From an optimization exercise on the open Yosys and OpenROAD flow, aimed at small area and a short achievable clock period; shortcuts taken in it are not production practice. In this exercise RTL edits were held to simulation tests only and were not proved equivalent to the original. Power and IR drop assume default switching activity.

==> flow/design.v (outline; a module is shown in full before it is edited, if it fits) <==
// module pipelined_4stage: 118 lines
// module alu_id: 24 lines
// module alu_ex: 1260 lines
// module add16: 120 lines
// module addpg16: 131 lines
// module pfx: 11 lines
// module pfx_g: 8 lines
// module booth_enc: 14 lines
// module cmp_bit: 9 lines
// module cmp_node: 11 lines
// module cmp_top: 8 lines
// module booth_ppi: 14 lines
// module bit_or: 7 lines
// module fa: 10 lines
// module ha: 9 lines
// module booth_pp: 12 lines
// module booth_sel: 9 lines
// module bit_xor: 7 lines
// module rf_hold: 9 lines
// module rf_dec: 17 lines
// module rf_read16: 14 lines
module pipelined_4stage(clk, rst, imem_addr, imem_data, aluout);
  // ...
==> flow/run.sh <==
#!/bin/bash
# synth_recipe.tcl (not shown) runs the flow's synth.tcl, then flattens the netlist and writes it again
# the make line also repeats each setting of config.mk as NAME=value (left out here)
make -C /OpenROAD-flow-scripts/flow DESIGN_CONFIG=/design/flow/config.mk WORK_HOME=/design/flow/orfs CLKGATE_MAP_FILE= SYNTH_SCRIPT=/design/flow/synth_recipe.tcl finish
==> flow/config.mk <==
export PLATFORM = sky130hd
export DESIGN_NAME = pipelined_4stage
export DESIGN_NICKNAME = pipelined_4stage
export VERILOG_FILES = /design/flow/design.v
export SDC_FILE = /design/flow/constraint.sdc
export NUM_CORES = 4
export LEC_CHECK = 0
export CAP_MARGIN = 20
export CORE_MARGIN = 2
export CORE_UTILIZATION = 40
export CTS_CLUSTER_DIAMETER = 90
export CTS_CLUSTER_SIZE = 20
export PLACE_DENSITY = 0.55
export SETUP_SLACK_MARGIN = 4.0
export SLEW_MARGIN = 20
export SYNTH_HIERARCHICAL = 1
==> flow/constraint.sdc <==
create_clock -name core_clock -period 8.0 [get_ports {clk}]
set_input_delay 1.6000 -clock core_clock [delete_from_list [all_inputs] [get_ports {clk}]]
set_output_delay 1.6000 -clock core_clock [all_outputs]
set_load 0.01 [all_outputs]
==> results.cfg, run 1 <==
[pwr]
top_power_group = sequential cells
power_switching_share = 0.294
pg_clk_mw = 4.22

[sta]
rsz0062_at_grt = true
fmax_mhz = 236
final_hold_viol_count = 0

[hold_path]
holdCritPathClass = flip-flop to flip-flop
min_from = ex_waddr[4]

[drt]
route.vias.total = 60200
met1_length_mm = 127
firstDrtPassIters = 9

[floorplan]
floorplan.die_area_um2 = 164000
num_rows = 147

[finish]
inverters_excl_clock = 80
layout-drive-gt1-share = 0.140
final_core_utilization = 0.448
layout.sequential_cells = 1210

[critical_path]
rr_startpoint = ex_one[2]
cp_slowest_cell = sky130_fd_sc_hd__fa_1
crit_type = flip-flop to flip-flop

[global_route]
globalRouteMet3Util = 0.146
grt.met2_usage = 0.558

[place]
dp.final_hpwl_mm = 207

[status]
outcome = complete, no violations

[synthesis]
ys.warnings.count = 10
==> module pipelined_4stage, before the edit <==
module pipelined_4stage(clk, rst, imem_addr, imem_data, aluout);
input clk;
input rst;
output [9:0] imem_addr;			 
input [32-1:0] imem_data;	 
output [32-1:0] aluout;
reg [9:0] pc;
always @(posedge clk)
  if (rst) pc <= 10'd0;
  else pc <= pc + 10'd1;
assign imem_addr = pc;
reg [31:0] regdata [0:31];    
reg [31:0] ex_a, ex_b;        
reg [15:0] ex_one, ex_two, ex_neg;   
reg ex_add, ex_sub, ex_and, ex_xor;
reg [4:0] ex_waddr;
reg ex_valid;                 
reg ex_com;                   
reg [16-1:0] wb_lo;         
reg wb_c;                     
reg [16-1:0] wb_ph, wb_gh;  
wire [16-1:0] hi_out, hi_int;
addpg16 ADDOUT (.p(wb_ph), .g(wb_gh), .ci(wb_c), .s(hi_out));
addpg16 ADDINT (.p(wb_ph), .g(wb_gh), .ci(wb_c), .s(hi_int));
wire [31:0] wb_aluout = {hi_int, wb_lo};
reg [4:0] wb_waddr;
wire [31:0] wsel = 32'd1 << wb_waddr;
wire [31:0] wload = wsel | {32{rst}};
wire [31:0] wd0 = rst ? 32'd0 : wb_aluout;
wire [31:0] wd3 = rst ? 32'd2 : wb_aluout;
wire [31:0] wd8 = rst ? 32'd5 : wb_aluout;
genvar g, h;
generate
  for (g = 0; g < 32; g = g + 1) begin : RF
    wire [31:0] d = g == 8 ? wd8 : g == 3 ? wd3 : wd0;
    wire [31:0] next;
    for (h = 0; h < 32; h = h + 1) begin : B
      rf_hold H (.load(wload[g]), .hold(~wload[g]), .d(d[h]), .q(regdata[g][h]),
                 .next(next[h]));
    end
    always @(posedge clk)
      regdata[g] <= next;
  end
endgenerate
wire [5:0] opcode = imem_data[31:26];
wire [4:0] rs = imem_data[25:21];
wire [4:0] rt = imem_data[20:16];
wire [2:0] aluop = opcode[2:0];
wire alusrc = opcode == 6'b000110;
wire [4:0] waddr_id = alusrc ? rt : imem_data[15:11];
wire [31:0] opa, opb;
genvar hf;
generate
  for (hf = 0; hf < 2; hf = hf + 1) begin : RD
    wire [31:0] sel1, sel2;
    wire fwd1, fwd2;
    rf_dec DEC1 (.addr(rs), .keep(~wsel), .waddr(wb_waddr), .sel(sel1), .fwd(fwd1));
    rf_dec DEC2 (.addr(rt), .keep(~wsel), .waddr(wb_waddr), .sel(sel2), .fwd(fwd2));
    wire [527:0] d;
    assign d[16*32 +: 16] = wb_aluout[16*hf +: 16];
    for (g = 0; g < 32; g = g + 1) begin : D
      assign d[16*g +: 16] = regdata[g][16*hf +: 16];
    end
    rf_read16 RD1 (.sel({fwd1, sel1}), .d(d), .q(opa[16*hf +: 16]));
    rf_read16 RD2 (.sel({fwd2, sel2}), .d(d), .q(opb[16*hf +: 16]));
  end
endgenerate
wire [15:0] one_id, two_id, neg_id;
alu_id ALUID (.b(opb), .op_mul(aluop == 3'd5), .one(one_id), .two(two_id), .neg(neg_id));
always @(posedge clk) begin
  ex_a <= opa;
  ex_b <= alusrc ? {16'b0, imem_data[15:0]} : opb;
  ex_one <= one_id;
  ex_two <= two_id;
  ex_neg <= neg_id;
  ex_add <= aluop == 3'd0 || aluop == 3'd6;
  ex_sub <= aluop == 3'd1;
  ex_and <= aluop == 3'd2;
  ex_xor <= aluop == 3'd3;
  if (rst) begin
    ex_waddr <= 5'd0;
    ex_valid <= 1'b0;
    ex_com <= 1'b0;
  end else begin
    ex_waddr <= waddr_id;
    ex_valid <= 1'b1;
    ex_com <= aluop == 3'd4;
  end
end
wire [16-1:0] ex_lo;
wire ex_c;
wire [16-1:0] ex_ph, ex_gh;
wire ex_le;
alu_ex ALUEX (.a(ex_a), .b(ex_b), .one(ex_one), .two(ex_two), .neg(ex_neg),
  .op_add(ex_add), .op_sub(ex_sub), .op_and(ex_and), .op_xor(ex_xor), .op_com(ex_com),
  .lo(ex_lo), .clo(ex_c), .ph(ex_ph), .gh(ex_gh), .le(ex_le));
always @(posedge clk)
  if (rst || !ex_valid) begin
    wb_lo <= 0;
    wb_c <= 1'b0;
    wb_ph <= 0;
    wb_gh <= 0;
    wb_waddr <= 5'd0;
  end else if (ex_com) begin
    wb_lo <= {{(16-1){1'b0}}, ex_le};
    wb_c <= 1'b0;
    wb_ph <= 0;
    wb_gh <= 0;
    wb_waddr <= ex_waddr;
  end else begin
    wb_lo <= ex_lo;
    wb_c <= ex_c;
    wb_ph <= ex_ph;
    wb_gh <= ex_gh;
    wb_waddr <= ex_waddr;
  end
assign aluout = {hi_out, wb_lo};
endmodule
==> run 2: changes to the inputs <==
--- a/flow/design.v
+++ b/flow/design.v
@@ -14,22 +14,22 @@
 assign imem_addr = pc;
 reg [31:0] regdata [0:31];    
 reg [31:0] ex_a, ex_b;        
 reg [15:0] ex_one, ex_two, ex_neg;   
 reg ex_add, ex_sub, ex_and, ex_xor;
 reg [4:0] ex_waddr;
 reg ex_valid;                 
 reg ex_com;                   
-reg [16-1:0] wb_lo;         
+reg [14-1:0] wb_lo;         
 reg wb_c;                     
-reg [16-1:0] wb_ph, wb_gh;  
-wire [16-1:0] hi_out, hi_int;
-addpg16 ADDOUT (.p(wb_ph), .g(wb_gh), .ci(wb_c), .s(hi_out));
-addpg16 ADDINT (.p(wb_ph), .g(wb_gh), .ci(wb_c), .s(hi_int));
+reg [18-1:0] wb_xh, wb_yh;  
+wire [18-1:0] hi_out, hi_int;
+addxy18 ADDOUT (.a(wb_xh), .b(wb_yh), .ci(wb_c), .s(hi_out));
+addxy18 ADDINT (.a(wb_xh), .b(wb_yh), .ci(wb_c), .s(hi_int));
 wire [31:0] wb_aluout = {hi_int, wb_lo};
 reg [4:0] wb_waddr;
 wire [31:0] wsel = 32'd1 << wb_waddr;
 wire [31:0] wload = wsel | {32{rst}};
 wire [31:0] wd0 = rst ? 32'd0 : wb_aluout;
 wire [31:0] wd3 = rst ? 32'd2 : wb_aluout;
 wire [31:0] wd8 = rst ? 32'd5 : wb_aluout;
 genvar g, h;
@@ -85,41 +85,41 @@
     ex_valid <= 1'b0;
     ex_com <= 1'b0;
   end else begin
     ex_waddr <= waddr_id;
     ex_valid <= 1'b1;
     ex_com <= aluop == 3'd4;
   end
 end
-wire [16-1:0] ex_lo;
+wire [14-1:0] ex_lo;
 wire ex_c;
-wire [16-1:0] ex_ph, ex_gh;
+wire [18-1:0] ex_xh, ex_yh;
 wire ex_le;
 alu_ex ALUEX (.a(ex_a), .b(ex_b), .one(ex_one), .two(ex_two), .neg(ex_neg),
   .op_add(ex_add), .op_sub(ex_sub), .op_and(ex_and), .op_xor(ex_xor), .op_com(ex_com),
-  .lo(ex_lo), .clo(ex_c), .ph(ex_ph), .gh(ex_gh), .le(ex_le));
+  .lo(ex_lo), .clo(ex_c), .xh(ex_xh), .yh(ex_yh), .le(ex_le));
 always @(posedge clk)
   if (rst || !ex_valid) begin
     wb_lo <= 0;
     wb_c <= 1'b0;
-    wb_ph <= 0;
-    wb_gh <= 0;
+    wb_xh <= 0;
+    wb_yh <= 0;
     wb_waddr <= 5'd0;
   end else if (ex_com) begin
-    wb_lo <= {{(16-1){1'b0}}, ex_le};
+    wb_lo <= {{(14-1){1'b0}}, ex_le};
     wb_c <= 1'b0;
-    wb_ph <= 0;
-    wb_gh <= 0;
+    wb_xh <= 0;
+    wb_yh <= 0;
     wb_waddr <= ex_waddr;
   end else begin
     wb_lo <= ex_lo;
     wb_c <= ex_c;
-    wb_ph <= ex_ph;
-    wb_gh <= ex_gh;
+    wb_xh <= ex_xh;
+    wb_yh <= ex_yh;
     wb_waddr <= ex_waddr;
   end
 assign aluout = {hi_out, wb_lo};
 endmodule
 `timescale 1ns / 10ps
 module alu_id (
   input  [31:0] b,
   input         op_mul,
@@ -150,20 +150,20 @@
   input  [15:0] one,
   input  [15:0] two,
   input  [15:0] neg,
   input         op_add,   
   input         op_sub,
   input         op_and,
   input         op_xor,
   input         op_com,
-  output [15:0] lo,      
+  output [13:0] lo,      
   output        clo,     
-  output [15:0] ph,      
-  output [15:0] gh,      
+  output [17:0] xh,      
+  output [17:0] yh,
   output        le       
 );
   wire [31:0] inj_x = ({32{op_add | op_sub}} & a)
                     | ({32{op_and}} & (a & b))
                     | ({32{op_xor}} & (a ^ b));
   wire [31:0] inj_y = ({32{op_add}} & b) | ({32{op_sub}} & ~b);
   wire pp0_0;
   booth_ppi P0_0 (.one(one[0]), .two(two[0]), .neg(neg[0]), .a(a[0]), .am1(1'b0), .i(inj_x[0]), .pp(pp0_0));
@@ -1381,38 +1381,58 @@
   cmp_node C3_3 (.gh(gt2_7), .eh(eq2_7), .gl(gt2_6), .el(eq2_6), .g(gt3_3), .e(eq3_3));
   wire gt4_0, eq4_0;
   cmp_node C4_0 (.gh(gt3_1), .eh(eq3_1), .gl(gt3_0), .el(eq3_0), .g(gt4_0), .e(eq4_0));
   wire gt4_1, eq4_1;
   cmp_node C4_1 (.gh(gt3_3), .eh(eq3_3), .gl(gt3_2), .el(eq3_2), .g(gt4_1), .e(eq4_1));
   wire gt5_0;
   cmp_top C5_0 (.gh(gt4_1), .eh(eq4_1), .gl(gt4_0), .g(gt5_0));
   assign le = ~gt5_0;
-  add16 ADDLO (.a(x[15:0]), .b(y[15:0]), .s(lo), .co(clo));
-  ha HP16 (.a(x[16]), .b(y[16]), .s(ph[0]), .co(gh[0]));
-  ha HP17 (.a(x[17]), .b(y[17]), .s(ph[1]), .co(gh[1]));
-  ha HP18 (.a(x[18]), .b(y[18]), .s(ph[2]), .co(gh[2]));
-  ha HP19 (.a(x[19]), .b(y[19]), .s(ph[3]), .co(gh[3]));
-  ha HP20 (.a(x[20]), .b(y[20]), .s(ph[4]), .co(gh[4]));
-  ha HP21 (.a(x[21]), .b(y[21]), .s(ph[5]), .co(gh[5]));
-  ha HP22 (.a(x[22]), .b(y[22]), .s(ph[6]), .co(gh[6]));
-  ha HP23 (.a(x[23]), .b(y[23]), .s(ph[7]), .co(gh[7]));
-  ha HP24 (.a(x[24]), .b(y[24]), .s(ph[8]), .co(gh[8]));
-  ha HP25 (.a(x[25]), .b(y[25]), .s(ph[9]), .co(gh[9]));
-  ha HP26 (.a(x[26]), .b(y[26]), .s(ph[10]), .co(gh[10]));
-  ha HP27 (.a(x[27]), .b(y[27]), .s(ph[11]), .co(gh[11]));
-  ha HP28 (.a(x[28]), .b(y[28]), .s(ph[12]), .co(gh[12]));
-  ha HP29 (.a(x[29]), .b(y[29]), .s(ph[13]), .co(gh[13]));
-  ha HP30 (.a(x[30]), .b(y[30]), .s(ph[14]), .co(gh[14]));
-  ha HP31 (.a(x[31]), .b(y[31]), .s(ph[15]), .co(gh[15]));
+  add14 ADDLO (.a(x[13:0]), .b(y[13:0]), .s(lo), .co(clo));
+  assign xh[0] = x[14];
+  assign yh[0] = y[14];
+  assign xh[1] = x[15];
+  assign yh[1] = y[15];
+  assign xh[2] = x[16];
+  assign yh[2] = y[16];
+  assign xh[3] = x[17];
+  assign yh[3] = y[17];
+  assign xh[4] = x[18];
+  assign yh[4] = y[18];
+  assign xh[5] = x[19];
+  assign yh[5] = y[19];
+  assign xh[6] = x[20];
+  assign yh[6] = y[20];
+  assign xh[7] = x[21];
+  assign yh[7] = y[21];
+  assign xh[8] = x[22];
+  assign yh[8] = y[22];
+  assign xh[9] = x[23];
+  assign yh[9] = y[23];
+  assign xh[10] = x[24];
+  assign yh[10] = y[24];
+  assign xh[11] = x[25];
+  assign yh[11] = y[25];
+  assign xh[12] = x[26];
+  assign yh[12] = y[26];
+  assign xh[13] = x[27];
+  assign yh[13] = y[27];
+  assign xh[14] = x[28];
+  assign yh[14] = y[28];
+  assign xh[15] = x[29];
+  assign yh[15] = y[29];
+  assign xh[16] = x[30];
+  assign yh[16] = y[30];
+  assign xh[17] = x[31];
+  assign yh[17] = y[31];
 endmodule
-module add16 (
-  input  [15:0] a,
-  input  [15:0] b,
-  output [15:0] s,
+module add14 (
+  input  [13:0] a,
+  input  [13:0] b,
+  output [13:0] s,
   output co
 );
   wire g_0_0, p_0_0;
   ha B0 (.a(a[0]), .b(b[0]), .s(p_0_0), .co(g_0_0));
   wire g_1_1, p_1_1;
   ha B1 (.a(a[1]), .b(b[1]), .s(p_1_1), .co(g_1_1));
   wire g_2_2, p_2_2;
   ha B2 (.a(a[2]), .b(b[2]), .s(p_2_2), .co(g_2_2));
@@ -1433,20 +1453,16 @@
   wire g_10_10, p_10_10;
   ha B10 (.a(a[10]), .b(b[10]), .s(p_10_10), .co(g_10_10));
   wire g_11_11, p_11_11;
   ha B11 (.a(a[11]), .b(b[11]), .s(p_11_11), .co(g_11_11));
   wire g_12_12, p_12_12;
   ha B12 (.a(a[12]), .b(b[12]), .s(p_12_12), .co(g_12_12));
   wire g_13_13, p_13_13;
   ha B13 (.a(a[13]), .b(b[13]), .s(p_13_13), .co(g_13_13));
-  wire g_14_14, p_14_14;
-  ha B14 (.a(a[14]), .b(b[14]), .s(p_14_14), .co(g_14_14));
-  wire g_15_15, p_15_15;
-  ha B15 (.a(a[15]), .b(b[15]), .s(p_15_15), .co(g_15_15));
   wire g_0_1;
   pfx_g X0_1 (.gh(g_1_1), .ph(p_1_1), .gl(g_0_0), .g(g_0_1));
   wire g_0_2;
   pfx_g X0_2 (.gh(g_2_2), .ph(p_2_2), .gl(g_0_1), .g(g_0_2));
   wire g_2_3, p_2_3;
   pfx X2_3 (.gh(g_3_3), .ph(p_3_3), .gl(g_2_2), .pl(p_2_2), .g(g_2_3), .p(p_2_3));
   wire g_0_3;
   pfx_g X0_3 (.gh(g_2_3), .ph(p_2_3), .gl(g_0_1), .g(g_0_3));
@@ -1487,53 +1503,37 @@
   wire g_11_12, p_11_12;
   pfx X11_12 (.gh(g_12_12), .ph(p_12_12), .gl(g_11_11), .pl(p_11_11), .g(g_11_12), .p(p_11_12));
   wire g_0_12;
   pfx_g X0_12 (.gh(g_11_12), .ph(p_11_12), .gl(g_0_10), .g(g_0_12));
   wire g_11_13, p_11_13;
   pfx X11_13 (.gh(g_13_13), .ph(p_13_13), .gl(g_11_12), .pl(p_11_12), .g(g_11_13), .p(p_11_13));
   wire g_0_13;
   pfx_g X0_13 (.gh(g_11_13), .ph(p_11_13), .gl(g_0_10), .g(g_0_13));
-  wire g_13_14, p_13_14;
-  pfx X13_14 (.gh(g_14_14), .ph(p_14_14), .gl(g_13_13), .pl(p_13_13), .g(g_13_14), .p(p_13_14));
-  wire g_11_14, p_11_14;
-  pfx X11_14 (.gh(g_13_14), .ph(p_13_14), .gl(g_11_12), .pl(p_11_12), .g(g_11_14), .p(p_11_14));
-  wire g_0_14;
-  pfx_g X0_14 (.gh(g_11_14), .ph(p_11_14), .gl(g_0_10), .g(g_0_14));
-  wire g_14_15, p_14_15;
-  pfx X14_15 (.gh(g_15_15), .ph(p_15_15), .gl(g_14_14), .pl(p_14_14), .g(g_14_15), .p(p_14_15));
-  wire g_12_13, p_12_13;
-  pfx X12_13 (.gh(g_13_13), .ph(p_13_13), .gl(g_12_12), .pl(p_12_12), .g(g_12_13), .p(p_12_13));
-  wire g_12_15, p_12_15;
-  pfx X12_15 (.gh(g_14_15), .ph(p_14_15), .gl(g_12_13), .pl(p_12_13), .g(g_12_15), .p(p_12_15));
-  wire g_0_15;
-  pfx_g X0_15 (.gh(g_12_15), .ph(p_12_15), .gl(g_0_11), .g(g_0_15));
   assign s[0] = p_0_0;
   bit_xor S1 (.a(p_1_1), .b(g_0_0), .y(s[1]));
   bit_xor S2 (.a(p_2_2), .b(g_0_1), .y(s[2]));
   bit_xor S3 (.a(p_3_3), .b(g_0_2), .y(s[3]));
   bit_xor S4 (.a(p_4_4), .b(g_0_3), .y(s[4]));
   bit_xor S5 (.a(p_5_5), .b(g_0_4), .y(s[5]));
   bit_xor S6 (.a(p_6_6), .b(g_0_5), .y(s[6]));
   bit_xor S7 (.a(p_7_7), .b(g_0_6), .y(s[7]));
   bit_xor S8 (.a(p_8_8), .b(g_0_7), .y(s[8]));
   bit_xor S9 (.a(p_9_9), .b(g_0_8), .y(s[9]));
   bit_xor S10 (.a(p_10_10), .b(g_0_9), .y(s[10]));
   bit_xor S11 (.a(p_11_11), .b(g_0_10), .y(s[11]));
   bit_xor S12 (.a(p_12_12), .b(g_0_11), .y(s[12]));
   bit_xor S13 (.a(p_13_13), .b(g_0_12), .y(s[13]));
-  bit_xor S14 (.a(p_14_14), .b(g_0_13), .y(s[14]));
-  bit_xor S15 (.a(p_15_15), .b(g_0_14), .y(s[15]));
-  assign co = g_0_15;
+  assign co = g_0_13;
 endmodule
-module addpg16 (
-  input  [15:0] p,
-  input  [15:0] g,
+module addpg18 (
+  input  [17:0] p,
+  input  [17:0] g,
   input  ci,
-  output [15:0] s
+  output [17:0] s
 );
   wire g1_1;
   pfx_g X1_1 (.gh(g[0]), .ph(p[0]), .gl(ci), .g(g1_1));
   wire g1_2, p1_2;
   pfx X1_2 (.gh(g[1]), .ph(p[1]), .gl(g[0]), .pl(p[0]), .g(g1_2), .p(p1_2));
   wire g1_3, p1_3;
   pfx X1_3 (.gh(g[2]), .ph(p[2]), .gl(g[1]), .pl(p[1]), .g(g1_3), .p(p1_3));
   wire g1_4, p1_4;
@@ -1557,16 +1557,20 @@
   wire g1_13, p1_13;
   pfx X1_13 (.gh(g[12]), .ph(p[12]), .gl(g[11]), .pl(p[11]), .g(g1_13), .p(p1_13));
   wire g1_14, p1_14;
   pfx X1_14 (.gh(g[13]), .ph(p[13]), .gl(g[12]), .pl(p[12]), .g(g1_14), .p(p1_14));
   wire g1_15, p1_15;
   pfx X1_15 (.gh(g[14]), .ph(p[14]), .gl(g[13]), .pl(p[13]), .g(g1_15), .p(p1_15));
   wire g1_16, p1_16;
   pfx X1_16 (.gh(g[15]), .ph(p[15]), .gl(g[14]), .pl(p[14]), .g(g1_16), .p(p1_16));
+  wire g1_17, p1_17;
+  pfx X1_17 (.gh(g[16]), .ph(p[16]), .gl(g[15]), .pl(p[15]), .g(g1_17), .p(p1_17));
+  wire g1_18, p1_18;
+  pfx X1_18 (.gh(g[17]), .ph(p[17]), .gl(g[16]), .pl(p[16]), .g(g1_18), .p(p1_18));
   wire g2_2;
   pfx_g X2_2 (.gh(g1_2), .ph(p1_2), .gl(ci), .g(g2_2));
   wire g2_3;
   pfx_g X2_3 (.gh(g1_3), .ph(p1_3), .gl(g1_1), .g(g2_3));
   wire g2_4, p2_4;
   pfx X2_4 (.gh(g1_4), .ph(p1_4), .gl(g1_2), .pl(p1_2), .g(g2_4), .p(p2_4));
   wire g2_5, p2_5;
   pfx X2_5 (.gh(g1_5), .ph(p1_5), .gl(g1_3), .pl(p1_3), .g(g2_5), .p(p2_5));
@@ -1587,16 +1591,20 @@
   wire g2_13, p2_13;
   pfx X2_13 (.gh(g1_13), .ph(p1_13), .gl(g1_11), .pl(p1_11), .g(g2_13), .p(p2_13));
   wire g2_14, p2_14;
   pfx X2_14 (.gh(g1_14), .ph(p1_14), .gl(g1_12), .pl(p1_12), .g(g2_14), .p(p2_14));
   wire g2_15, p2_15;
   pfx X2_15 (.gh(g1_15), .ph(p1_15), .gl(g1_13), .pl(p1_13), .g(g2_15), .p(p2_15));
   wire g2_16, p2_16;
   pfx X2_16 (.gh(g1_16), .ph(p1_16), .gl(g1_14), .pl(p1_14), .g(g2_16), .p(p2_16));
+  wire g2_17, p2_17;
+  pfx X2_17 (.gh(g1_17), .ph(p1_17), .gl(g1_15), .pl(p1_15), .g(g2_17), .p(p2_17));
+  wire g2_18, p2_18;
+  pfx X2_18 (.gh(g1_18), .ph(p1_18), .gl(g1_16), .pl(p1_16), .g(g2_18), .p(p2_18));
   wire g3_4;
   pfx_g X3_4 (.gh(g2_4), .ph(p2_4), .gl(ci), .g(g3_4));
   wire g3_5;
   pfx_g X3_5 (.gh(g2_5), .ph(p2_5), .gl(g1_1), .g(g3_5));
   wire g3_6;
   pfx_g X3_6 (.gh(g2_6), .ph(p2_6), .gl(g2_2), .g(g3_6));
   wire g3_7;
   pfx_g X3_7 (.gh(g2_7), .ph(p2_7), .gl(g2_3), .g(g3_7));
@@ -1613,16 +1621,20 @@
   wire g3_13, p3_13;
   pfx X3_13 (.gh(g2_13), .ph(p2_13), .gl(g2_9), .pl(p2_9), .g(g3_13), .p(p3_13));
   wire g3_14, p3_14;
   pfx X3_14 (.gh(g2_14), .ph(p2_14), .gl(g2_10), .pl(p2_10), .g(g3_14), .p(p3_14));
   wire g3_15, p3_15;
   pfx X3_15 (.gh(g2_15), .ph(p2_15), .gl(g2_11), .pl(p2_11), .g(g3_15), .p(p3_15));
   wire g3_16, p3_16;
   pfx X3_16 (.gh(g2_16), .ph(p2_16), .gl(g2_12), .pl(p2_12), .g(g3_16), .p(p3_16));
+  wire g3_17, p3_17;
+  pfx X3_17 (.gh(g2_17), .ph(p2_17), .gl(g2_13), .pl(p2_13), .g(g3_17), .p(p3_17));
+  wire g3_18, p3_18;
+  pfx X3_18 (.gh(g2_18), .ph(p2_18), .gl(g2_14), .pl(p2_14), .g(g3_18), .p(p3_18));
   wire g4_8;
   pfx_g X4_8 (.gh(g3_8), .ph(p3_8), .gl(ci), .g(g4_8));
   wire g4_9;
   pfx_g X4_9 (.gh(g3_9), .ph(p3_9), .gl(g1_1), .g(g4_9));
   wire g4_10;
   pfx_g X4_10 (.gh(g3_10), .ph(p3_10), .gl(g2_2), .g(g4_10));
   wire g4_11;
   pfx_g X4_11 (.gh(g3_11), .ph(p3_11), .gl(g2_3), .g(g4_11));
@@ -1631,34 +1643,59 @@
   wire g4_13;
   pfx_g X4_13 (.gh(g3_13), .ph(p3_13), .gl(g3_5), .g(g4_13));
   wire g4_14;
   pfx_g X4_14 (.gh(g3_14), .ph(p3_14), .gl(g3_6), .g(g4_14));
   wire g4_15;
   pfx_g X4_15 (.gh(g3_15), .ph(p3_15), .gl(g3_7), .g(g4_15));
   wire g4_16, p4_16;
   pfx X4_16 (.gh(g3_16), .ph(p3_16), .gl(g3_8), .pl(p3_8), .g(g4_16), .p(p4_16));
+  wire g4_17, p4_17;
+  pfx X4_17 (.gh(g3_17), .ph(p3_17), .gl(g3_9), .pl(p3_9), .g(g4_17), .p(p4_17));
+  wire g4_18, p4_18;
+  pfx X4_18 (.gh(g3_18), .ph(p3_18), .gl(g3_10), .pl(p3_10), .g(g4_18), .p(p4_18));
   wire g5_16;
   pfx_g X5_16 (.gh(g4_16), .ph(p4_16), .gl(ci), .g(g5_16));
+  wire g5_17;
+  pfx_g X5_17 (.gh(g4_17), .ph(p4_17), .gl(g1_1), .g(g5_17));
+  wire g5_18;
+  pfx_g X5_18 (.gh(g4_18), .ph(p4_18), .gl(g2_2), .g(g5_18));
   bit_xor S0 (.a(p[0]), .b(ci), .y(s[0]));
   bit_xor S1 (.a(p[1]), .b(g1_1), .y(s[1]));
   bit_xor S2 (.a(p[2]), .b(g2_2), .y(s[2]));
   bit_xor S3 (.a(p[3]), .b(g2_3), .y(s[3]));
   bit_xor S4 (.a(p[4]), .b(g3_4), .y(s[4]));
   bit_xor S5 (.a(p[5]), .b(g3_5), .y(s[5]));
   bit_xor S6 (.a(p[6]), .b(g3_6), .y(s[6]));
   bit_xor S7 (.a(p[7]), .b(g3_7), .y(s[7]));
   bit_xor S8 (.a(p[8]), .b(g4_8), .y(s[8]));
   bit_xor S9 (.a(p[9]), .b(g4_9), .y(s[9]));
   bit_xor S10 (.a(p[10]), .b(g4_10), .y(s[10]));
   bit_xor S11 (.a(p[11]), .b(g4_11), .y(s[11]));
   bit_xor S12 (.a(p[12]), .b(g4_12), .y(s[12]));
   bit_xor S13 (.a(p[13]), .b(g4_13), .y(s[13]));
   bit_xor S14 (.a(p[14]), .b(g4_14), .y(s[14]));
   bit_xor S15 (.a(p[15]), .b(g4_15), .y(s[15]));
+  bit_xor S16 (.a(p[16]), .b(g5_16), .y(s[16]));
+  bit_xor S17 (.a(p[17]), .b(g5_17), .y(s[17]));
+endmodule
+module addxy18 (
+  input  [18-1:0] a,
+  input  [18-1:0] b,
+  input  ci,
+  output [18-1:0] s
+);
+  wire [18-1:0] p, g;
+  genvar i;
+  generate
+    for (i = 0; i < 18; i = i + 1) begin : B
+      ha H (.a(a[i]), .b(b[i]), .s(p[i]), .co(g[i]));
+    end
+  endgenerate
+  addpg18 A (.p(p), .g(g), .ci(ci), .s(s));
 endmodule
 module pfx (
   input  gh,
   input  ph,
   input  gl,
   input  pl,
   output g,
   output p
==> run 2 against run 1 <==
  * Still clean
  * Sequential power hardly changed
  * Count of clock-buffer cells in the layout is 2 higher
  * Routed wire length is 1.0% lower
  * Non-clock buffer count is 7 lower
  * Global-route usage is 1.3 points lower
  * Critical path type is now flip-flop to output port
  * First-iteration DRC count is 3.2% higher
  * Critical path depth is 3 lower
  * Register-to-register slack better by 250 ps
  * Largest cell class unchanged
  * Cell count is 0.69% higher
  * Clock skew is 7.2 ps higher
  * Synthesized area is 1.2% higher
  * Power hardly changed
==> results.cfg, run 2 <==
[global_route]
global_route_wire_length_before_repair_mm = 452
maximum_number_of_pins_on_one_net_before_global_route_repair = 65
grt_overflow_total = 0
grtUsageTotal = 0.376
grt_pass1_vias = 56600
antenna_found_initial = 15

[floorplan]
num_rows = 148
die_w_um = 408
die_h_um = 408
floorplan.initialDensity = 0.402
core_area_um2 = 162000
io_pins = 76
floorplan.die_area_um2 = 166000

[sta]
clock-skew-final_ps = 57.6
layout_min_cycle_time_ps = 4140
rsz0062_at_grt = true
slew_violations = 0
final_hold_viol_count = 0
worst-slew-pin-transition_ps = 1230
final.setup.worst_slack_ps = 3860
tns_ps = 0
fmax_mhz = 242
hold_slack_ps = 441
setup_violations_final = 0
final.period_utilization = 0.518
maxSlewHeadroom = 0.178

[pwr]
p_total_mw = 12.0
static-leakage-power_nw = 32.3
power.density_cell_area_nw_per_um2 = 165
vdd_drop_max_uv = 166

[place]
gp_congestion = 1.04
placement.io_buffers = 75
numPlacedInstances = 8256
post_dp_cell_area_um2 = 68100
pre_cts_ws_ps = 2040
dp.final_hpwl_mm = 210

[critical_path]
critPathMaxFanout = 4
critical_path_buffers_and_inverters = 1
worst_setup_path_endpoint = aluout[30]
critPathCaptureType = output port
critPathMaxStageDelay_ps = 340
critical_path.most_common_cell = sky130_fd_sc_hd__a21o_1
cp_data_required_time_ps = 6400
startpoint = wb_yh[5]
worstPathCellList = ha_4 > a21o_1 > a21o_1 > a21o_1 > a21o_1 > a21o_1 > xor2_1 > buf_2
rr_worst_depth = 14
crit_type = flip-flop to output port
rr_startpoint = ex_one[3]
critical_path.reg2reg.endpoint = wb_c
critPathTopFamily = compound AO/OA/AOI/OAI gates
rrSetupSlack_ps = 4010
worstSetupPathDepth = 8
crit_path_start_kind = flip-flop
cp_slowest_cell = sky130_fd_sc_hd__dfxtp_2
worst-endpoint-arrival_ps = 2540

[finish]
layout-drive-gt1-share = 0.137
largest_register_ffs = 1024
registers.top_by_ff_count = regdata
final_cell_count_no_fill = 8439
final_core_utilization = 0.446
multi_input_area_um2 = 38800
reg.largest.list = regdata (1024), ex_a (32), ex_b (32)
layout_common_cells = 1296 x sky130_fd_sc_hd__a22o_1, 1124 x sky130_fd_sc_hd__dfxtp_1, 972 x sky130_fd_sc_hd__a22oi_1
finish.instance_area_um2 = 72400
syn2layout_area_growth_pct = 10.9
total_of_fill_cells_in_the_finished_design = 15300
area.sequential_um2 = 24500
final_common_cell = sky130_fd_sc_hd__a22o_1
final_nets = 6630

[clock_tree]
clock_tree.buffer_depth = 3
cts_tree = built
clk_root_buffer_cell = sky130_fd_sc_hd__clkbuf_16
path_clk_slew_ps = 90
post_cts_hold_buffer_count = 0
clock_sinks = 1213
htree_num_levels = 3
number_of_buffers_created_by_cts = 77
clock_latency_ps = 750

[drt]
firstDrtPassIters = 10
routed_wire_length_per_instance_um = 38.9
drt.antenna.violating_nets = 0
route.vias.total = 60500
wirelength_mm = 328
drt-vias-per-instance = 7.17
initialDrtViolationCount = 10400
drt_drc_violations_left = 0

[synthesis]
avgSynthCellArea_um2 = 10.7
ys.warnings.count = 10
synth_area_um2 = 65200
post_synth_inst_count = 6097

[status]
outcome = complete, no violations

[hold_path]
holdCritPathClass = flip-flop to flip-flop

[run]
cap_violations = 0
-- run 2: changes by cell type in the layout (fill, tap and decap cells not counted), sizes merged, moves of 2 or more --
| cell | previous run | this run |
|---|---|---|
| clkdlybuf4s15 | 1 | 3 |
| clkinv | 9 | 5 |
| clkdlybuf4s50 | 52 | 48 |
| diode | 4 | 2 |
| clkinvlp | 3 | 1 |
| dfxtp | 1210 | 1213 |
| xor2 | 345 | 347 |
| dlygate4sd2 | 9 | 5 |
| and2 | 200 | 214 |
| inv | 84 | 90 |
| ha | 128 | 146 |
| a21o | 165 | 178 |
-- run 2: final cells by class --
type,count,share of cell area
Multi-Input combinational cell,4442,0.537
Sequential cell,1213,0.339
Timing Repair Buffer,425,0.0516
Tap cell,2175,0.0376
Clock buffer,84,0.0276
Inverter,80,0.00415
Clock inverter,18,0.00372
Antenna cell,2,0.0000692
-- run 2: power by group --
group,switching [mW],total (mW),internal [mW]
logic,0.952,1.34,0.392
clock network,2.33,4.22,1.89
registers,0.207,6.40,6.20
-- run 2: worst min path at each step --
stage,start,endpoint,depth (start not counted)
6_report,ex_waddr[2],wb_waddr[2],1
3_3_place_gp,ex_waddr[3],wb_waddr[3],1
3_5_place_dp,ex_waddr[3],wb_waddr[3],1
4_1_cts,ex_waddr[2],wb_waddr[2],1
2_1_floorplan,ex_waddr[0],wb_waddr[0],1
5_1_grt,ex_waddr[3],wb_waddr[3],1
-- run 2: layer usage --
metal  track usage  vias to the layer above  wire length, um
li1              -                    24400                -
met1         0.495                    29900           128000
met2         0.540                     5060           134000
met3         0.134                     1159            45700
met4         0.187                       14            20700
met5      0.000862                        -               93
-- run 2: worst reg2reg max path, stage by stage (launching register included) --
cell and delay (ps):
sky130_fd_sc_hd__dfxtp_4 390, sky130_fd_sc_hd__buf_4 150, sky130_fd_sc_hd__buf_12 140, sky130_fd_sc_hd__buf_8 160, sky130_fd_sc_hd__a22o_1 260, sky130_fd_sc_hd__xor2_1 140, sky130_fd_sc_hd__ha_1 290, sky130_fd_sc_hd__fa_1 380
sky130_fd_sc_hd__fa_1 550, sky130_fd_sc_hd__fa_1 430, sky130_fd_sc_hd__ha_1 330, sky130_fd_sc_hd__a21o_1 190, sky130_fd_sc_hd__a21o_1 180, sky130_fd_sc_hd__a21o_1 150, sky130_fd_sc_hd__and2_1 130
-- run 2: timing repair --
| action | 4_1_cts | 5_1_grt |
|---|---|---|
| pin swaps | 45 | 42 |
| endpoints found under the setup margin | 158 | 95 |
| buffers inserted | 47 | 27 |
| gates cloned | 1 | 2 |
| hold endpoints to repair | 0 | 0 |
| gates resized for setup | 279 | 113 |
==> run 3: changes to the inputs <==
--- a/flow/config.mk
+++ b/flow/config.mk
@@ -12,5 +12,5 @@
 export CTS_CLUSTER_SIZE = 20
 export PLACE_DENSITY = 0.55
-export SETUP_SLACK_MARGIN = 4.0
+export SETUP_SLACK_MARGIN = 4.2
 export SLEW_MARGIN = 20
 export SYNTH_HIERARCHICAL = 1
==> run 3 against run 2 <==
  * Global-route usage is 0.15 points higher
  * First-iteration DRC count is 1.6% higher
  * Combinational power is 3% higher
  * Highest routed layer unchanged
==> results.cfg, run 3 <==
[sta]
rsz0062_at_grt = true
slew_violations = 0
layout_min_cycle_time_ps = 4190
tns_ps = 0
clock-skew-final_ps = 59.4
hold_slack_ps = 433
fmax_mhz = 239
final_hold_viol_count = 0
setup_violations_final = 0
maxSlewHeadroom = 0.185
final.period_utilization = 0.523
worst-slew-pin-transition_ps = 1220

[finish]
finish.instance_area_um2 = 74000
registers.top_by_ff_count = regdata
area.sequential_um2 = 24600
largest_register_ffs = 1024
layout-drive-gt1-share = 0.169
reg.largest.list = regdata (1024), ex_a (32), ex_b (32)
layout_common_cells = 1295 x sky130_fd_sc_hd__a22o_1, 1109 x sky130_fd_sc_hd__dfxtp_1, 958 x sky130_fd_sc_hd__a22oi_1
final_nets = 6703
multi_input_area_um2 = 39500
syn2layout_area_growth_pct = 13.4
total_of_fill_cells_in_the_finished_design = 15100
final_common_cell = sky130_fd_sc_hd__a22o_1

[clock_tree]
path_clk_slew_ps = 90
clk_root_buffer_cell = sky130_fd_sc_hd__clkbuf_16
htree_num_levels = 3
post_cts_hold_buffer_count = 0
clock_tree.buffer_depth = 3
clock_sinks = 1213
clock_latency_ps = 760
number_of_buffers_created_by_cts = 76
cts_tree = built

[global_route]
grtUsageTotal = 0.377
antenna_found_initial = 25
grt_overflow_total = 0
global_route_wire_length_before_repair_mm = 454
grt_pass1_vias = 57300
maximum_number_of_pins_on_one_net_before_global_route_repair = 66

[pwr]
power.density_cell_area_nw_per_um2 = 161
p_total_mw = 11.9
static-leakage-power_nw = 32.7
vdd_drop_max_uv = 155

[run]
cap_violations = 0

[place]
gp_congestion = 1.04
post_dp_cell_area_um2 = 67900
placement.io_buffers = 75
dp.final_hpwl_mm = 204

[synthesis]
synth_area_um2 = 65200
ys.warnings.count = 10
avgSynthCellArea_um2 = 10.7
post_synth_inst_count = 6097

[drt]
routed_wire_length_per_instance_um = 38.7
drt.antenna.violating_nets = 0
route.vias.total = 61200
drt-vias-per-instance = 7.18
wirelength_mm = 330
drt_drc_violations_left = 0
initialDrtViolationCount = 10500
firstDrtPassIters = 10

[critical_path]
critPathMaxStageDelay_ps = 370
worst-endpoint-arrival_ps = 2590
cp_slowest_cell = sky130_fd_sc_hd__dfxtp_4
cp_data_required_time_ps = 6400
crit_type = flip-flop to output port
critical_path.most_common_cell = sky130_fd_sc_hd__a21o_1
critPathCaptureType = output port
critPathTopFamily = compound AO/OA/AOI/OAI gates
critPathMaxFanout = 4
critical_path_buffers_and_inverters = 2
crit_path_start_kind = flip-flop
worstPathCellList = ha_4 > a21o_1 > buf_6 > a21o_1 > a21o_1 > a21o_1 > xor2_2 > buf_2

[floorplan]
floorplan.die_area_um2 = 166000
num_rows = 148
core_area_um2 = 162000
io_pins = 76
die_h_um = 408
floorplan.initialDensity = 0.402
die_w_um = 408

[status]
outcome = complete, no violations

[hold_path]
holdCritPathClass = flip-flop to flip-flop
==> run 3: cell count changes in the layout (fill, tap and decap cells not counted), moves of 11 or more <==
cell                      delta
sky130_fd_sc_hd__xor2_2     +11
sky130_fd_sc_hd__buf_12     +17
sky130_fd_sc_hd__dfxtp_1    -15
sky130_fd_sc_hd__nor4_4     +11
sky130_fd_sc_hd__dfxtp_4    +20
sky130_fd_sc_hd__buf_6      +23
sky130_fd_sc_hd__a22oi_1    -14
sky130_fd_sc_hd__fa_1       -45
sky130_fd_sc_hd__a22oi_2    +14
sky130_fd_sc_hd__and3_4     +17
sky130_fd_sc_hd__buf_4      +24
sky130_fd_sc_hd__and3_1     -19
sky130_fd_sc_hd__fa_2       +45
sky130_fd_sc_hd__xor2_1     -12
==> run 3: what timing repair did <==
| item | CTS | global route |
|---|---|---|
| buffers inserted | 117 | 67 |
| setup endpoints to repair | 158 | 199 |
| resized for setup | 423 | 171 |
| pin swaps | 100 | 132 |
| cloned | 2 | 1 |
==> run 3: routing by layer <==
| layer | vias up | global-route usage | part of all wire |
|---|---|---|---|
| met2 | 5261 | 0.540 | 0.41 |
| met5 | - | 0.00230 | 0.0012 |
| met4 | 30 | 0.208 | 0.068 |
| li1 | 24500 | - | - |
| met3 | 1332 | 0.147 | 0.14 |
| met1 | 30000 | 0.484 | 0.38 |
==> run 3: metrics by stage <==
stage	setup slack (ps)	utilization	cells
global route	3720	0.455	8512
global placement	2050	0.418	8222
CTS	3780	0.448	8444
floorplan	3530	-	6114
detailed placement	1990	0.418	8222
finish	3810	0.456	8522
==> run 3: worst register-to-register path: cells and delay by family, from the launching register on <==
family	cells	cell delay, ps
adders and majority gates	6	2810
AOI/OAI and AO/OA	1	280
and+or+nand+nor	1	160
xor gates and xnor gates	1	150
DFF	1	460
==> run 3: power by group <==
| group | total, mW | internal (mW) | switching, mW | leakage, nW |
|---|---|---|---|---|
| combinational | 1.38 | 0.417 | 0.965 | 21.8 |
| clock | 4.12 | 1.78 | 2.34 | 1.07 |
| sequential | 6.40 | 6.19 | 0.209 | 9.87 |
| total | 11.9 | 8.39 | 3.51 | 32.7 |
==> run 3: final timing paths <==
path | startpoint | depth (start not counted) | to | slack [ps]
max | wb_yh[4] | 8 | aluout[29] | 3810
min | ex_waddr[2] | 1 | wb_waddr[2] | 430
max reg2reg | ex_one[7] | 9 | wb_yh[17] | 4000
min reg2reg | ex_waddr[2] | 1 | wb_waddr[2] | 430
==> run 3: layout make-up <==
class                      count  share of cell area
clock inverter                21             0.00379
antenna                       10            0.000338
sequential                  1213               0.332
inverter                      80             0.00416
timing repair buffer         499              0.0628
multi-input combinational   4442               0.534
clock buffer                  82              0.0261
tap                         2175              0.0368
==> run 4: changes to the inputs <==
--- a/flow/config.mk
+++ b/flow/config.mk
@@ -8,9 +8,9 @@
 export CAP_MARGIN = 20
 export CORE_MARGIN = 2
-export CORE_UTILIZATION = 40
+export CORE_UTILIZATION = 45
 export CTS_CLUSTER_DIAMETER = 90
 export CTS_CLUSTER_SIZE = 20
-export PLACE_DENSITY = 0.55
-export SETUP_SLACK_MARGIN = 4.2
+export PLACE_DENSITY = 0.6
+export SETUP_SLACK_MARGIN = 4.0
 export SLEW_MARGIN = 20
 export SYNTH_HIERARCHICAL = 1
==> run 4 against run 3 <==
  * Register-to-register slack lost 60 ps
  * Synthesized area unchanged
  * Critical path depth unchanged
  * Sequential power barely moved
  * Combinational power about the same
  * Flip-flop and latch count unchanged
  * Still clean on timing, DRC and antenna
  * Synthesized cell count did not move
  * Utilization grew 4.2 points
  * Cell count fell by 4.4%
  * Non-clock buffer count decreased by 107
  * Die area shrank 11%
  * Count of clock-buffer cells in the layout rose by 1
==> results.cfg, run 4 <==
[status]
outcome = complete, no violations

[pwr]
power.share.clock = 0.352
pwr-share-comb = 0.113
power.switching_mw = 3.51
power.density_cell_area_nw_per_um2 = 167
internal_portion_of_total_power_mw = 8.46
vdd_drop_max_uv = 172
power_frac_seq = 0.535
static-leakage-power_nw = 32.1
power_switching_share = 0.294
p_total_mw = 12.0

[critical_path]
critPathCaptureType = flip-flop
critical_path_buffers_and_inverters = 2
cp_data_required_time_ps = 8540
crit_type = input port to flip-flop
critPathMaxFanout = 10
rr_startpoint = wb_waddr[3]
cp_slowest_cell = sky130_fd_sc_hd__nor4_1
crit_path_start_kind = input port
critPathTopFamily = simple AND/OR/NAND/NOR gates
startpoint = imem_data[21]
worst-endpoint-arrival_ps = 4700
worstPathCellList = clkdlybuf4s15_1 > and2_4 > and3_1 > buf_4 > a22oi_1 > nand4_1 > nor4_1 > nand2_1
critPathMaxStageDelay_ps = 760

[sta]
layout_min_cycle_time_ps = 4160
final.period_utilization = 0.520
fmax_mhz = 241
setup_violations_final = 0
maxSlewHeadroom = 0.142
clock-skew-final_ps = 65.0
tns_ps = 0
final_hold_viol_count = 0
slew_violations = 0
rsz0062_at_grt = true
worst-slew-pin-transition_ps = 1280

[drt]
firstDrtPassIters = 10
initialDrtViolationCount = 10300
drt-vias-per-instance = 7.48
route.vias.total = 60900
wirelength_mm = 329
drt_drc_violations_left = 0
routed_wire_length_per_instance_um = 40.4
drt.antenna.violating_nets = 0

[global_route]
grt-busiest-layer = met2
antenna_found_initial = 28
grt.met2_usage = 0.602
global_route_wire_length_before_repair_mm = 449
grtUsageMet1 = 0.552
grt_overflow_total = 0
globalRouteMet3Util = 0.186
grt_pass1_vias = 56600
grtUsageTotal = 0.426
maximum_number_of_pins_on_one_net_before_global_route_repair = 66

[place]
numPlacedInstances = 7992
dp.final_hpwl_mm = 209
placement.io_buffers = 75
gp_congestion = 1.05

[clock_tree]
cts_tree = built
clk_root_buffer_cell = sky130_fd_sc_hd__clkbuf_16
path_clk_slew_ps = 80
clock_sinks = 1213
post_cts_hold_buffer_count = 0
clock_latency_ps = 760
number_of_buffers_created_by_cts = 77
clock_tree.buffer_depth = 3
htree_num_levels = 3

[finish]
registers.top_by_ff_count = regdata
layout-drive-gt1-share = 0.130
final_nets = 6597
final_cell_count_no_fill = 8143
final_common_cell = sky130_fd_sc_hd__a22o_1
reg.largest.list = regdata (1024), ex_a (32), ex_b (32)
syn2layout_area_growth_pct = 9.76
largest_register_ffs = 1024
layout_common_cells = 1296 x sky130_fd_sc_hd__a22o_1, 1124 x sky130_fd_sc_hd__dfxtp_1, 970 x sky130_fd_sc_hd__a22oi_1

[hold_path]
holdCritPathClass = flip-flop to flip-flop
min_from = ex_waddr[0]

[run]
cap_violations = 0

[synthesis]
synth_area_um2 = 65200
ys.warnings.count = 10
avgSynthCellArea_um2 = 10.7
post_synth_inst_count = 6097

[floorplan]
core_area_um2 = 144000
floorplan.die_area_um2 = 148000
io_pins = 76
die_w_um = 385
floorplan.initialDensity = 0.454
num_rows = 139
die_h_um = 385
-- run 4: routing by layer --
metal	vias up	routed length (um)	share of wire
met2	5252	132000	0.40
li1	24400	-	-
met4	24	21100	0.064
met5	-	250	0.00076
met1	30000	126000	0.38
met3	1234	49600	0.15
-- run 4: timing repair --
action	in CTS	in global routing
cloned	1	5
endpoints found under the setup margin	161	112
gates resized for setup	262	117
pin swaps	32	34
setup buffers	22	8
-- run 4: worst register-to-register path, stage by stage, from the launching register on --
cell and delay, ps:
sky130_fd_sc_hd__dfxtp_2 610, sky130_fd_sc_hd__nor2b_4 480, sky130_fd_sc_hd__buf_4 330, sky130_fd_sc_hd__nand2_1 220
sky130_fd_sc_hd__and3_1 620, sky130_fd_sc_hd__a22oi_1 350, sky130_fd_sc_hd__nand3_1 140, sky130_fd_sc_hd__nor4_1 1080
sky130_fd_sc_hd__nand2_1 110
-- run 4: cell type report --
cell class                 instances  area, um^2
multi-input combinational       4442       38700
antenna                           11        27.5
timing repair buffer             392        3450
clock buffer                      83        2010
fill                           13100       72200
clock inverter                    19         251
tap                             1903        2380
sequential                      1213       24500
inverter                          80         304
-- run 4: path summary, 6_finish.rpt --
| kind | endpoint | slack, ps | depth (start not counted) |
|---|---|---|---|
| max | ex_a[17] | 3840 | 8 |
| min | wb_waddr[0] | 440 | 1 |
| max reg2reg | ex_a[28] | 3940 | 8 |
| min reg2reg | wb_waddr[0] | 440 | 1 |
-- run 4: per-stage QoR --
stage          instance area [um^2]   util  setup slack [ps]  hold slack [ps]
3_5_place_dp                  67800  0.471              1970              414
4_1_cts                       71000  0.493              3820              440
5_1_grt                       71600  0.498              3800              459
6_report                      71600  0.498              3840              444
3_3_place_gp                  67800  0.471              1980              413
2_1_floorplan                 65300      -              3530              406
-- run 4: power by group through the flow --
| stage | Clock, mW | Sequential (mW) | Combinational, mW |
|---|---|---|---|
| finish | 4.22 | 6.40 | 1.35 |
| global route | 4.39 | 6.42 | 1.36 |
| CTS | 4.19 | 6.39 | 1.26 |
| detailed placement | 0 | 6.53 | 1.24 |
| global placement | 0 | 6.54 | 1.23 |
| floorplan | 0 | 6.47 | 0.667 |

==> static timing again, ports no longer ideal <==
The flow's constraints put no driver on any port. The routed layouts listed below were extracted and timed again, unchanged, in two steps. Step 1: set_driving_cell puts a clkbuf_16 on clk and a buf_2 on each other input, an assumption about the parent block. Step 2 times the ports against the registers' clock, not the clock port: input delays grow and output delays shrink by t, the midpoint of the rising clock arrivals with the driver on. Slacks: no drivers / after step 1 / after step 2; pairs: no drivers / after step 1.
| run | t, ns | setup WS [ns] | clock arrival spread, ns | worst register clock-pin slew, ns | cell pins on the clock port's net |
|---|---|---|---|---|---|
| run 1 | 0.803 | 3.757 / 3.757 / 3.164 | 0.051 / 0.051 | 0.10 / 0.10 | 1 |
| run 2 | 0.800 | 3.859 / 3.775 / 3.133 | 0.063 / 0.063 | 0.10 / 0.10 | 1 |
| run 3 | 0.821 | 3.813 / 3.727 / 3.250 | 0.079 / 0.079 | 0.10 / 0.10 | 1 |
| run 4 | 0.804 | 3.843 / 3.812 / 3.098 | 0.074 / 0.074 | 0.10 / 0.10 | 1 |
After both steps every run listed still meets setup and hold. For run 4, which loses most, drivers alone change the setup slack by -0.031 ns; drivers and shift together by -0.745 ns.
